Source: an optimization exercise on an open RTL-to-GDS flow (aim: small area and a short achievable clock period). Production flows keep margins and buffers that such runs may drop. Function was checked by simulation only, so behaviour that the tests miss may differ from the original. No activity file was given, so power comes from the tool's default toggle rates.

## fir
module  fir(
	input clk,
	input rst_n,
	input enable,
	input [2:0] tap,		 
	input [15:0] data_in,
	output [17:0] data_out,
	output complete
);
export LEC_CHECK = 0
export CAP_MARGIN = 20
export CORE_MARGIN = 2
export CORE_UTILIZATION = 40
export CTS_BUF_LIST = sky130_fd_sc_hd__clkbuf_8
export SETUP_SLACK_MARGIN = 1.9
export SLEW_MARGIN = 20
create_clock -name core_clock -period 4.0 [get_ports {clk}]
standard.sh (not shown) runs the stock make flow with config.mk's settings and CLKGATE_MAP_FILE= SYNTH_SCRIPT=/design/flow/synth_recipe.tcl, a recipe that flattens the netlist after the stock synthesis.
==> flow/flow/run.sh <==
#!/bin/bash
# The standard ORFS layout (same make targets and settings as standard.sh),
# except that the port buffers are buf_2 cells instead of the delay cells
# buffer_ports picks by itself.  Each tool's output goes to a log here.
set -euo pipefail
W=$(pwd)
make -C "$FLOW_HOME" DESIGN_CONFIG="$W/config.mk" WORK_HOME="$W/orfs" CLKGATE_MAP_FILE= \
  SYNTH_SCRIPT="$W/synth_recipe.tcl" \
  BUFFER_PORTS_ARGS="-buffer_cell sky130_fd_sc_hd__buf_2" \
  finish > "$W/make.log" 2>&1
R="$W/orfs/results/$FLOW_PLATFORM/fir/base"
: # left out here: write the final layout as DEF
Edit:
==> flow/run.sh (new file) <==
#!/bin/bash
# synth_recipe.tcl (not shown) runs the flow's synth.tcl, then flattens the netlist and writes it again
# the make line also repeats each setting of config.mk as NAME=value (left out here)
make -C /OpenROAD-flow-scripts/flow DESIGN_CONFIG=/design/flow/config.mk WORK_HOME=/design/flow/orfs CLKGATE_MAP_FILE= SYNTH_SCRIPT=/design/flow/synth_recipe.tcl finish
removed: flow/flow/run.sh
removed: flow/standard.sh
Effect:
- non-clock buffer count went up by 1
- final area is higher by 2.3%
- register-to-register slack barely changes
- die area stays the same
- clock-buffer cell count is unchanged
- clock power increases by about 10%
- global-route usage barely changes
- area after synthesis is unchanged
- routed wire length stays flat
- power came out higher by 1.1%
- core utilization grows by 1.1 points
Edit:
==> flow/flow/run.sh (new file) <==
#!/bin/bash
# The standard ORFS layout (same make targets and settings as standard.sh),
# with these changes: port buffers are buf_2 cells instead of the delay
# cells buffer_ports picks by itself; Yosys synth runs with -noabc, so its generic abc pass does not run before extract_fa.
# Each tool's output goes to a log file here.
set -euo pipefail
W=$(pwd)
make -C "$FLOW_HOME" DESIGN_CONFIG="$W/config.mk" WORK_HOME="$W/orfs" CLKGATE_MAP_FILE= \
  SYNTH_SCRIPT="$W/synth_recipe.tcl" \
  BUFFER_PORTS_ARGS="-buffer_cell sky130_fd_sc_hd__buf_2" SYNTH_ARGS=-noabc CTS_ARGS="-sink_clustering_enable -repair_clock_nets -buf_list sky130_fd_sc_hd__clkbuf_8 -dont_use_dummy_load" \
  finish > "$W/make.log" 2>&1
R="$W/orfs/results/$FLOW_PLATFORM/fir/base"
: # left out here: write the final layout as DEF
==> flow/standard.sh (new file) <==
#!/bin/bash
# synth_recipe.tcl (not shown) runs the flow's synth.tcl, then flattens the netlist and writes it again
# the make line also repeats each setting of config.mk as NAME=value (left out here)
make -C /OpenROAD-flow-scripts/flow DESIGN_CONFIG=/design/flow/config.mk WORK_HOME=/design/flow/orfs CLKGATE_MAP_FILE= SYNTH_SCRIPT=/design/flow/synth_recipe.tcl "${@:-finish}"
--- a/flow/config.mk
+++ b/flow/config.mk
@@ -9,3 +9,3 @@
 export CORE_MARGIN = 2
-export CORE_UTILIZATION = 40
+export CORE_UTILIZATION = 60
 export CTS_BUF_LIST = sky130_fd_sc_hd__clkbuf_8
@@ -13 +13,2 @@
 export SLEW_MARGIN = 20
+export TNS_END_PERCENT = 5
removed: flow/run.sh
What happened:
- combinational power falls by a few percent
- clock power falls by a quarter to a third
- maximum frequency falls slightly
- area after synthesis falls slightly
- hold slack barely changes
- routed wire length falls by a little under a tenth
- non-clock buffer count falls by 4
- global-route usage rises by 5.5 points
- first-iteration DRC count falls by about a fifth
- via count falls by a few percent
- critical path depth does not change
Edit:
==> flow/run.sh (new file) <==
#!/bin/bash
# synth_recipe.tcl (not shown) runs the flow's synth.tcl, then flattens the netlist and writes it again
# the make line also repeats each setting of config.mk as NAME=value (left out here)
make -C /OpenROAD-flow-scripts/flow DESIGN_CONFIG=/design/flow/config.mk WORK_HOME=/design/flow/orfs CLKGATE_MAP_FILE= SYNTH_SCRIPT=/design/flow/synth_recipe.tcl finish
--- a/flow/config.mk
+++ b/flow/config.mk
@@ -9,6 +9,7 @@
 export CORE_MARGIN = 2
-export CORE_UTILIZATION = 60
+export CORE_UTILIZATION = 40
 export CTS_BUF_LIST = sky130_fd_sc_hd__clkbuf_8
+export CTS_CLUSTER_DIAMETER = 100
+export CTS_CLUSTER_SIZE = 40
 export SETUP_SLACK_MARGIN = 1.9
 export SLEW_MARGIN = 20
-export TNS_END_PERCENT = 5
removed: flow/flow/run.sh
removed: flow/standard.sh
Result:
- clock skew falls by 0.017 ns
- flip-flop and latch count is unchanged
- first-iteration DRC count rises by 19%
- core utilization went down by 20 points
- design area is higher by 7.8%
- routed wire length is higher by 9.0%
- sequential power fell by about 2%
- worst hold slack barely changes
- area after synthesis grows by 2.0%
- via count went up by 5.2%


The RTL this note starts from:
==> flow/design.v <==
module  fir(
	input clk,
	input rst_n,
	input enable,
	input [2:0] tap,		 
	input [15:0] data_in,
	output [17:0] data_out,
	output complete
);
reg [15:0] d1, d2;		 
reg v1, v2, v3, done;		 
reg [5:2] ld;			 
reg [15:0] h1, h2;		 
reg [2:0] h2c;			 
reg [15:0] h3, h4, h5;		 
reg [17:0] s3, c3;		 
reg [17:0] result;
always @(posedge clk) begin
	d1 <= data_in;
	d2 <= d1;
end
always @(posedge clk or negedge rst_n) begin
	if (!rst_n) begin
		v1 <= 1'b0;
		v2 <= 1'b0;
		v3 <= 1'b0;
		done <= 1'b0;
		ld <= 4'b0;
	end else begin
		v1 <= enable;
		v2 <= v1;
		v3 <= v2;
		done <= v3;
		ld[2] <= v1 & (tap > 3'd2);
		ld[3] <= v1 & (tap > 3'd3);
		ld[4] <= v1 & (tap > 3'd4);
		ld[5] <= v1 & (tap > 3'd5);
	end
end
wire [12:0] h1x3_lo = {1'b0, h1[11:0]} + {h1[10:0], 1'b0};
wire [4:0] h1x3_c4 = {1'b0, h1[3:0]} + {h1[2:0], 1'b0};
wire [8:0] h1x3_c8 = {1'b0, h1[7:0]} + {h1[6:0], 1'b0};
wire [2:0] h1c = {h1x3_lo[12], h1x3_c8[8], h1x3_c4[4]};
wire [3:0] t0 = h2[3:0] + {h2[2:0], 1'b0};
wire [3:0] t1 = h2[7:4] + h2[6:3] + h2c[0];
wire [3:0] t2 = h2[11:8] + h2[10:7] + h2c[1];
wire [3:0] t3 = h2[15:12] + h2[14:11] + h2c[2];
wire [15:0] h2x3 = {t3, t2, t1, t0};
always @(posedge clk or negedge rst_n) begin
	if (!rst_n) begin
		h1 <= 0;
		h2 <= 0;
		h2c <= 0;
		h3 <= 0;
		h4 <= 0;
		h5 <= 0;
	end else begin
		if (v2) h1 <= d2;
		if (ld[2]) begin
			h2 <= h1;
			h2c <= h1c;
		end
		if (ld[3]) h3 <= h2x3;
		if (ld[4]) h4 <= h3;
		if (ld[5]) h5 <= h4;
	end
end
wire [17:0] o0 = {2'b0, d2};
wire [17:0] o1 = {2'b0, h1[14:0], 1'b0};
wire [17:0] o2 = {2'b0, h2[14:0], 1'b0};
wire [17:0] o3 = {2'b0, h3};
wire [17:0] o4 = {2'b0, h4};
wire [17:0] o5 = {2'b0, h5};
wire [17:0] a_s = o0 ^ o1 ^ o2;
wire [17:0] a_c = ((o0 & o1) | (o0 & o2) | (o1 & o2)) << 1;
wire [17:0] b_s = o3 ^ o4 ^ o5;
wire [17:0] b_c = ((o3 & o4) | (o3 & o5) | (o4 & o5)) << 1;
wire [17:0] e_s = a_s ^ a_c ^ b_s;
wire [17:0] e_c = ((a_s & a_c) | (a_s & b_s) | (a_c & b_s)) << 1;
wire [17:0] f_s = e_s ^ e_c ^ b_c;
wire [17:0] f_c = ((e_s & e_c) | (e_s & b_c) | (e_c & b_c)) << 1;
always @(posedge clk) begin
	s3 <= f_s;
	c3 <= f_c;
end
always @(posedge clk or negedge rst_n) begin
	if (!rst_n)
		result <= 0;
	else if (v3)
		result <= s3 + c3;
end
assign data_out = result;
assign complete = done;
endmodule
==> flow/config.mk <==
export PLATFORM = sky130hd
export DESIGN_NAME = fir
export DESIGN_NICKNAME = fir
export VERILOG_FILES = /design/flow/design.v
export SDC_FILE = /design/flow/constraint.sdc
export NUM_CORES = 4
export LEC_CHECK = 0
export CAP_MARGIN = 20
export CORE_MARGIN = 2
export CORE_UTILIZATION = 40
export CTS_BUF_LIST = sky130_fd_sc_hd__clkbuf_8
export SETUP_SLACK_MARGIN = 1.9
export SLEW_MARGIN = 20
export TNS_END_PERCENT = 0
==> flow/constraint.sdc <==
create_clock -name core_clock -period 4.0 [get_ports {clk}]
set_input_delay 0.8000 -clock core_clock [delete_from_list [all_inputs] [get_ports {clk}]]
set_output_delay 0.8000 -clock core_clock [all_outputs]
set_load 0.01 [all_outputs]
==> flow/flow/run.sh <==
#!/bin/bash
# The standard ORFS layout (same make targets and settings as standard.sh),
# with these changes: port buffers are buf_2 cells instead of the delay
# cells buffer_ports picks by itself; Yosys synth runs with -noabc, so its generic abc pass does not run before extract_fa.
# Each tool's output goes to a log file here.
set -euo pipefail
W=$(pwd)
make -C "$FLOW_HOME" DESIGN_CONFIG="$W/config.mk" WORK_HOME="$W/orfs" CLKGATE_MAP_FILE= \
  SYNTH_SCRIPT="$W/synth_recipe.tcl" \
  BUFFER_PORTS_ARGS="-buffer_cell sky130_fd_sc_hd__buf_2" SYNTH_ARGS=-noabc CTS_ARGS="-sink_clustering_enable -repair_clock_nets -buf_list sky130_fd_sc_hd__clkbuf_8 -dont_use_dummy_load" \
  finish > "$W/make.log" 2>&1
R="$W/orfs/results/$FLOW_PLATFORM/fir/base"
: # left out here: write the final layout as DEF
Then changed:
--- a/flow/flow/run.sh
+++ b/flow/flow/run.sh
@@ -8,5 +8,5 @@
 make -C "$FLOW_HOME" DESIGN_CONFIG="$W/config.mk" WORK_HOME="$W/orfs" CLKGATE_MAP_FILE= \
   SYNTH_SCRIPT="$W/synth_recipe.tcl" \
-  BUFFER_PORTS_ARGS="-buffer_cell sky130_fd_sc_hd__buf_2" SYNTH_ARGS=-noabc CTS_ARGS="-sink_clustering_enable -repair_clock_nets -buf_list sky130_fd_sc_hd__clkbuf_8 -dont_use_dummy_load" \
+  BUFFER_PORTS_ARGS="-buffer_cell sky130_fd_sc_hd__buf_2" SYNTH_ARGS=-noabc \
   finish > "$W/make.log" 2>&1
 R="$W/orfs/results/$FLOW_PLATFORM/fir/base"
Settings changed: SETUP_SLACK_MARGIN 1.9 to 2.0, TNS_END_PERCENT 0 to unset.
Outcome: First-iteration DRC count climbs by 64%; final area climbs by about 6.6%; non-clock buffer count climbs by 42; clock skew drops by 0.016 ns; maximum frequency climbs by about 2.2%; routed wire length climbs by about 7%; area after synthesis stays the same; power climbs by about 10%; final cell count climbs by 6.8%; utilization climbs by 2.9 points; worst setup slack improved by 0.045 ns.
Then changed:
Settings changed: SETUP_SLACK_MARGIN 2.0 to 1.9.
Effect: Wire length decreases by 1.8%; clock skew hardly moves; worst hold slack is better by 0.0054 ns; die area stays the same; via count is lower by 1.7%.


wip/zinc:
RTL: the design.v shown in full above, as it stands there.
clock: 4.0 ns
lec_check: 0
cap_margin: 20
core_margin: 2
core_utilization: 40
cts_buf_list: sky130_fd_sc_hd__clkbuf_8
setup_slack_margin: 1.7
slew_margin: 20
run.sh (not shown) runs the stock make flow with config.mk's settings and CLKGATE_MAP_FILE= SYNTH_SCRIPT=/design/flow/synth_recipe.tcl, a recipe that flattens the netlist after the stock synthesis.
Stock flow here: none of the scripts above is used.
Changes in wip/fjord relative to wip/zinc:
Settings: SETUP_SLACK_MARGIN now 1.5, was 1.7; TNS_END_PERCENT now 5, previously not set.
==> flow/flow/run.sh (new file) <==
#!/bin/bash
# The standard ORFS layout (same make targets and settings as standard.sh),
# with these changes: port buffers are buf_2 cells instead of the delay
# cells buffer_ports picks by itself; Yosys synth runs with -noabc, so its generic abc pass does not run before extract_fa.
# Each tool's output goes to a log file here.
set -euo pipefail
W=$(pwd)
make -C "$FLOW_HOME" DESIGN_CONFIG="$W/config.mk" WORK_HOME="$W/orfs" CLKGATE_MAP_FILE= \
  SYNTH_SCRIPT="$W/synth_recipe.tcl" \
  BUFFER_PORTS_ARGS="-buffer_cell sky130_fd_sc_hd__buf_2" SYNTH_ARGS=-noabc CTS_ARGS="-sink_clustering_enable -repair_clock_nets -buf_list sky130_fd_sc_hd__clkbuf_8 -dont_use_dummy_load" \
  finish > "$W/make.log" 2>&1
R="$W/orfs/results/$FLOW_PLATFORM/fir/base"
: # left out here: write the final layout as DEF
==> flow/standard.sh (new file) <==
#!/bin/bash
# synth_recipe.tcl (not shown) runs the flow's synth.tcl, then flattens the netlist and writes it again
# the make line also repeats each setting of config.mk as NAME=value (left out here)
make -C /OpenROAD-flow-scripts/flow DESIGN_CONFIG=/design/flow/config.mk WORK_HOME=/design/flow/orfs CLKGATE_MAP_FILE= SYNTH_SCRIPT=/design/flow/synth_recipe.tcl "${@:-finish}"
removed: flow/run.sh
==> comparison <==
Where floorplan die area is concerned, wip/zinc is outperformed by wip/fjord. Share of the synthesized area in compound gates (AO/OA/AOI/OAI): wip/fjord vs wip/zinc down 0.88 points. Critical path launch point: result[2]$_DFFE_PN0P_ -> wip/zinc, s3[2]$_DFF_P_ -> wip/fjord. Going from wip/zinc to wip/fjord, design area went down by 520 µm², number of instances in the synthesized netlist down 49.
[inputs] wip/harbor vs wip/fjord
Settings: CTS_BUF_LIST: sky130_fd_sc_hd__clkbuf_8 -> unset; SETUP_SLACK_MARGIN: 1.5 -> 1.9; TNS_END_PERCENT: 5 -> unset.
==> flow/run.sh (new file) <==
#!/bin/bash
# synth_recipe.tcl (not shown) runs the flow's synth.tcl, then flattens the netlist and writes it again
# the make line also repeats each setting of config.mk as NAME=value (left out here)
make -C /OpenROAD-flow-scripts/flow DESIGN_CONFIG=/design/flow/config.mk WORK_HOME=/design/flow/orfs CLKGATE_MAP_FILE= SYNTH_SCRIPT=/design/flow/synth_recipe.tcl finish
removed: flow/flow/run.sh
removed: flow/standard.sh
[summary]
wip/harbor completed; timing, DRC and antenna clean. Run comparison: wip/harbor cell at the slowest stage of the critical path sky130_fd_sc_hd__fa_1; wip/fjord cell at the slowest stage of the critical path sky130_fd_sc_hd__a311o_2. As far as clock buffer count is concerned, wip/harbor and wip/fjord perform about the same. Delta (wip/harbor minus wip/fjord): global routing usage on met3 now larger; non-clock buffer count now larger. In the flow results for wip/harbor and wip/fjord, the initial cell density of the core is smaller on wip/fjord. On maximum frequency, wip/fjord loses to wip/harbor. According to the power report, total power for wip/harbor is higher than for wip/fjord.


== north ==
Starts from the design.v that is shown in full above.
Settings: LEC_CHECK=0, CAP_MARGIN=20, CORE_MARGIN=2, CORE_UTILIZATION=40, CTS_BUF_LIST=sky130_fd_sc_hd__clkbuf_8, SETUP_SLACK_MARGIN=2.1, SLEW_MARGIN=20; clock period 4.0 ns.
Stock flow here: none of the scripts above is used.
Here is what was changed in the inputs of south compared with north.
Settings: TNS_END_PERCENT newly set to 20; SETUP_SLACK_MARGIN changed from 2.1 to 1.9.
==> flow/flow/run.sh (new file) <==
#!/bin/bash
# The standard ORFS layout (same make targets and settings as standard.sh),
# with these changes: port buffers are buf_2 cells instead of the delay
# cells buffer_ports picks by itself; Yosys synth runs with -noabc, so its generic abc pass does not run before extract_fa.
# Each tool's output goes to a log file here.
set -euo pipefail
W=$(pwd)
make -C "$FLOW_HOME" DESIGN_CONFIG="$W/config.mk" WORK_HOME="$W/orfs" CLKGATE_MAP_FILE= \
  SYNTH_SCRIPT="$W/synth_recipe.tcl" \
  BUFFER_PORTS_ARGS="-buffer_cell sky130_fd_sc_hd__buf_2" SYNTH_ARGS=-noabc \
  finish > "$W/make.log" 2>&1
R="$W/orfs/results/$FLOW_PLATFORM/fir/base"
: # left out here: write the final layout as DEF
==> flow/standard.sh (new file) <==
#!/bin/bash
# synth_recipe.tcl (not shown) runs the flow's synth.tcl, then flattens the netlist and writes it again
# the make line also repeats each setting of config.mk as NAME=value (left out here)
make -C /OpenROAD-flow-scripts/flow DESIGN_CONFIG=/design/flow/config.mk WORK_HOME=/design/flow/orfs CLKGATE_MAP_FILE= SYNTH_SCRIPT=/design/flow/synth_recipe.tcl "${@:-finish}"
removed: flow/run.sh
Share of the cycle needed by the critical path after routing was lower in north than in south. Going from north to south, remaining max-slew budget at the tightest pin lost 4.8 points; overall power shows a reduction of 8.3%; height of the die fell by 0.95%; power in combinational cells lower. Comparing south and north, the lower area fraction in and, or, nand and nor cells after synthesis is on south. south against north: storage element area saw a decrease; maximum frequency saw a decrease.
diff inputs: south => east
Settings: swapping 20 for 5 in CAP_MARGIN; clearing TNS_END_PERCENT, which used to be 20; swapping 20 for 5 in SLEW_MARGIN.
Notes after the runs:
east vs south: total clock network power up by more than 10%
Against south, the final cell area of east is higher.
In the route summary, east ends up with a via count exceeding that of south.
Between east and south, it is east whose period utilization is lower, by 0.76 points.
east vs south, maximum frequency went up by 1.5%.
Edits applied to the flow inputs when going from east to west:
Settings: CTS_CLUSTER_SIZE now 40, previously not set; SLEW_MARGIN now 20, was 5; CTS_CLUSTER_DIAMETER now 100, previously not set; CORE_UTILIZATION now 65, was 40; CAP_MARGIN now 20, was 5.
==> flow/run.sh (new file) <==
#!/bin/bash
# synth_recipe.tcl (not shown) runs the flow's synth.tcl, then flattens the netlist and writes it again
# the make line also repeats each setting of config.mk as NAME=value (left out here)
make -C /OpenROAD-flow-scripts/flow DESIGN_CONFIG=/design/flow/config.mk WORK_HOME=/design/flow/orfs CLKGATE_MAP_FILE= SYNTH_SCRIPT=/design/flow/synth_recipe.tcl finish
removed: flow/flow/run.sh
removed: flow/standard.sh
[summary]
west vs. east: time the final worst path needs with I/O delays and setup has increased, filler-free cell count of the finished design now sits lower, die extent in y went down 29 um, net switching power down about 3.3%, internal power component now sits lower.
Compare east and west | post-synthesis share of cell area spent on full adders, half adders and majority gates lower: west
### west -> middle
Settings: CTS_CLUSTER_DIAMETER removed (was 100); TNS_END_PERCENT newly set to 5; CTS_CLUSTER_SIZE removed (was 40); CORE_UTILIZATION changed from 65 to 40.
==> flow/flow/run.sh (new file) <==
#!/bin/bash
# The standard ORFS layout (same make targets and settings as standard.sh),
# with these changes: port buffers are buf_2 cells instead of the delay
# cells buffer_ports picks by itself; Yosys synth runs with -noabc, so its generic abc pass does not run before extract_fa.
# Each tool's output goes to a log file here.
set -euo pipefail
W=$(pwd)
make -C "$FLOW_HOME" DESIGN_CONFIG="$W/config.mk" WORK_HOME="$W/orfs" CLKGATE_MAP_FILE= \
  SYNTH_SCRIPT="$W/synth_recipe.tcl" \
  BUFFER_PORTS_ARGS="-buffer_cell sky130_fd_sc_hd__buf_2" SYNTH_ARGS=-noabc CTS_ARGS="-sink_clustering_enable -repair_clock_nets -buf_list sky130_fd_sc_hd__clkbuf_8 -dont_use_dummy_load" \
  finish > "$W/make.log" 2>&1
R="$W/orfs/results/$FLOW_PLATFORM/fir/base"
: # left out here: write the final layout as DEF
==> flow/standard.sh (new file) <==
#!/bin/bash
# synth_recipe.tcl (not shown) runs the flow's synth.tcl, then flattens the netlist and writes it again
# the make line also repeats each setting of config.mk as NAME=value (left out here)
make -C /OpenROAD-flow-scripts/flow DESIGN_CONFIG=/design/flow/config.mk WORK_HOME=/design/flow/orfs CLKGATE_MAP_FILE= SYNTH_SCRIPT=/design/flow/synth_recipe.tcl "${@:-finish}"
removed: flow/run.sh
--- outcome ---
For number of distinct library cells after synthesis, dividing the value from west by the value from middle gives 1.3.
For the maximum clock skew at final layout, middle came in 17 ps higher than west did.
Global-route usage ends up lower on middle.
Taking west as the reference, in middle combined buffer and inverter count along the critical path now smaller, critical path depth saw a decrease, vertical die dimension saw an increase, clock-buffer cell count now sits lower.

## afterwards: timing with drivers on the ports
In the flow no input, the clock included, has a driving cell. The finished layouts below were timed again as built, in two steps. Step 1 assumes that a clkbuf_16 drives the clock port and a buf_2 every other input. Step 2 adds t to the input delays and takes it off the output delays; t is the mean of the earliest and latest rising clock arrival at the registers after step 1. Input paths then give back, and output paths get back, about the clock's delay inside the block. a / b / c = ideal / step 1 / step 2; a / b = the first two.
| run | shift t [ns] | setup slack, ns | hold slack, ns |
|---|---|---|---|
| the first run of note 1 | 0.488 | 1.913 / 1.913 / 1.913 | 0.333 / 0.333 / 0.333 |
| the second run of note 1 | 0.508 | 1.914 / 1.914 / 1.914 | 0.329 / 0.328 / 0.329 |
| the third run of note 1 | 0.473 | 1.898 / 1.898 / 1.898 | 0.328 / 0.323 / 0.328 |
| the fourth run of note 1 | 0.508 | 1.914 / 1.914 / 1.914 | 0.329 / 0.328 / 0.329 |
| the first run of note 2 | 0.473 | 1.895 / 1.895 / 1.895 | 0.318 / 0.318 / 0.318 |
| the second run of note 2 | 0.485 | 1.940 / 1.940 / 1.940 | 0.323 / 0.323 / 0.323 |
| the third run of note 2 | 0.492 | 1.931 / 1.931 / 1.931 | 0.329 / 0.329 / 0.329 |
| wip/zinc | 0.508 | 1.818 / 1.782 / 1.862 | 0.332 / 0.329 / 0.332 |
| wip/fjord | 0.473 | 1.717 / 1.717 / 1.717 | 0.310 / 0.310 / 0.310 |
| wip/harbor | 0.471 | 1.922 / 1.922 / 1.922 | 0.330 / 0.330 / 0.330 |
| north | 0.491 | 1.948 / 1.948 / 1.948 | 0.333 / 0.333 / 0.333 |
| south | 0.481 | 1.901 / 1.901 / 1.901 | 0.327 / 0.327 / 0.327 |
| east | 0.492 | 1.931 / 1.931 / 1.931 | 0.329 / 0.329 / 0.329 |
| west | 0.489 | 1.894 / 1.894 / 1.894 | 0.332 / 0.332 / 0.332 |
| middle | 0.473 | 1.895 / 1.895 / 1.895 | 0.318 / 0.318 / 0.318 |
After both steps every run listed still meets setup and hold.
